This is an optimization exercise on Yosys and OpenROAD, whose aim is small area, not a production implementation.
In this exercise RTL edits were held to simulation tests only and were not proved equivalent to the original.
No activity file was given, so power comes from the tool's default toggle rates.

Setup of lane 1:
## display_chronometer
module display_chronometer #(parameter CLK_DIV = 100) (
    input            clk,
    input            rst,
    input            start,
    input            stop,
    input            restart,
    output [7:0]     hex_display,
    output [3:0]     an
);
Size: about 900 cells after synthesis, about 11000 sq um of cells after synthesis.
export LEC_CHECK = 0
export CAP_MARGIN = 0
export CORE_MARGIN = 2
export CORE_UTILIZATION = 40
export SLEW_MARGIN = 0
create_clock -name core_clock -period 10.0 [get_ports {clk}]
standard.sh (not shown) runs the stock make flow with config.mk's settings and CLKGATE_MAP_FILE= SYNTH_SCRIPT=/design/flow/synth_recipe.tcl, a recipe that flattens the netlist after the stock synthesis.
==> flow/flow/run.sh <==
#!/bin/bash
# Layout flow: the standard layout (standard.sh) with these changes:
#  * synthesis runs synth_recipe.tcl with an area-oriented abc mapping script
#    (flow/synth.tcl, flow/area.abc); everything else in it is unchanged;
#  * clock tree: clkbuf_4 buffers, clusters of at most 10 sinks within 70 um, no dummy
#    loads;
#  * port buffers (every input and output still gets one) are buf_1 cells
#    instead of the default clkdlybuf4s50_1.
# Each tool's output: flow_synth.log and flow_make.log here, and ORFS's own
# per-step logs under orfs/logs/.
set -euo pipefail
W=$(pwd)
export FLOW_WORK=$W
export FLOW_ABC_SCRIPT=$W/flow/area.abc
# synthesis only, with our script; standard.sh then finds it done
make -C "$FLOW_HOME" DESIGN_CONFIG="$FLOW_CONFIG" WORK_HOME="$W/orfs" CLKGATE_MAP_FILE= \
  SYNTH_SCRIPT="$W/flow/synth.tcl" synth > flow_synth.log 2>&1
export CTS_ARGS="-sink_clustering_enable -repair_clock_nets -dont_use_dummy_load -buf_list sky130_fd_sc_hd__clkbuf_4 -sink_clustering_size 10 -sink_clustering_max_diameter 70"
export BUFFER_PORTS_ARGS="-buffer_cell sky130_fd_sc_hd__buf_1"
bash standard.sh > flow_make.log 2>&1
==> flow/flow/area.abc <==
&get -n
&st
&dch
&nf -C 32 -p -R 100 -F 10 -A 10 -a
&put
==> flow/flow/synth.tcl <==
# The standard synthesis (synth_recipe.tcl, unchanged), with only the abc
# technology-mapping script swapped for an area-oriented one (flow/area.abc).
# Registers are mapped before abc runs, so they come out as in the standard
# synthesis.
proc abc {args} {
  set i [lsearch -exact $args -script]
  if {$i >= 0} { lset args [expr {$i + 1}] $::env(FLOW_ABC_SCRIPT) }
  yosys abc {*}$args
}
source $::env(FLOW_WORK)/synth_recipe.tcl
The following lists how lane 2 was set up differently from lane 1:
--- a/flow/flow/run.sh
+++ b/flow/flow/run.sh
@@ -3,5 +3,5 @@
 #  * synthesis runs synth_recipe.tcl with an area-oriented abc mapping script
 #    (flow/synth.tcl, flow/area.abc); everything else in it is unchanged;
-#  * clock tree: clkbuf_4 buffers, clusters of at most 10 sinks within 70 um, no dummy
+#  * clock tree: clkbuf_4 buffers, clusters of at most 10 sinks within 35 um, no dummy
 #    loads;
 #  * port buffers (every input and output still gets one) are buf_1 cells
@@ -16,5 +16,5 @@
 make -C "$FLOW_HOME" DESIGN_CONFIG="$FLOW_CONFIG" WORK_HOME="$W/orfs" CLKGATE_MAP_FILE= \
   SYNTH_SCRIPT="$W/flow/synth.tcl" synth > flow_synth.log 2>&1
-export CTS_ARGS="-sink_clustering_enable -repair_clock_nets -dont_use_dummy_load -buf_list sky130_fd_sc_hd__clkbuf_4 -sink_clustering_size 10 -sink_clustering_max_diameter 70"
+export CTS_ARGS="-sink_clustering_enable -repair_clock_nets -dont_use_dummy_load -buf_list sky130_fd_sc_hd__clkbuf_4 -sink_clustering_size 10 -sink_clustering_max_diameter 35"
 export BUFFER_PORTS_ARGS="-buffer_cell sky130_fd_sc_hd__buf_1"
 bash standard.sh > flow_make.log 2>&1
[summary]
- Lane 2 | stages: all done | timing, DRC, antenna: all pass
- Lane 1 has completed all stages; timing, DRC and antenna checks passed.
- Net switching power on lane 2 is up relative to lane 1.
- Comparing lane 1 and lane 2, the higher via count of the first global-routing pass is on lane 2.
- Lane 1 has lower total power than lane 2.
- Lane 2 and lane 1 ended up with roughly the same achievable clock frequency.
- In lane 2, final hold slack is lower than in lane 1.
- Compared lane 2 against lane 1; total wire length within noise.
- Comparing lane 2 with lane 1, the total global routing track utilization came out essentially unchanged.
- Delta(register share of total power, lane 2 - lane 1) < 0
- Looking at register share of the cell area, lane 2 sits 0.34 points below lane 1.

[re-timing with driven ports]
How much do the figures lean on ideal ports? The routed layouts below were timed once more, with nothing changed but the port constraints.
Step 1: set_driving_cell puts a clkbuf_16 on clk and a buf_2 on each other input, an assumption about the parent block.
Step 2, shift: input delay + t, output delay - t, t = (earliest + latest rising clock arrival at the registers) / 2. This alone moves slack from input paths to output paths.
Three values: ideal, step 1, step 2; two values: the first two.
run | shift t [ns] | setup WS [ns] | worst setup path after step 2 | clock arrival spread, ns
lane 1 | 0.657 | 5.074 / 5.029 / 5.201 | input to register | 0.046 / 0.046
lane 2 | 0.661 | 5.062 / 5.023 / 5.228 | input to register | 0.095 / 0.094
After both steps setup and hold are still met in every run listed.
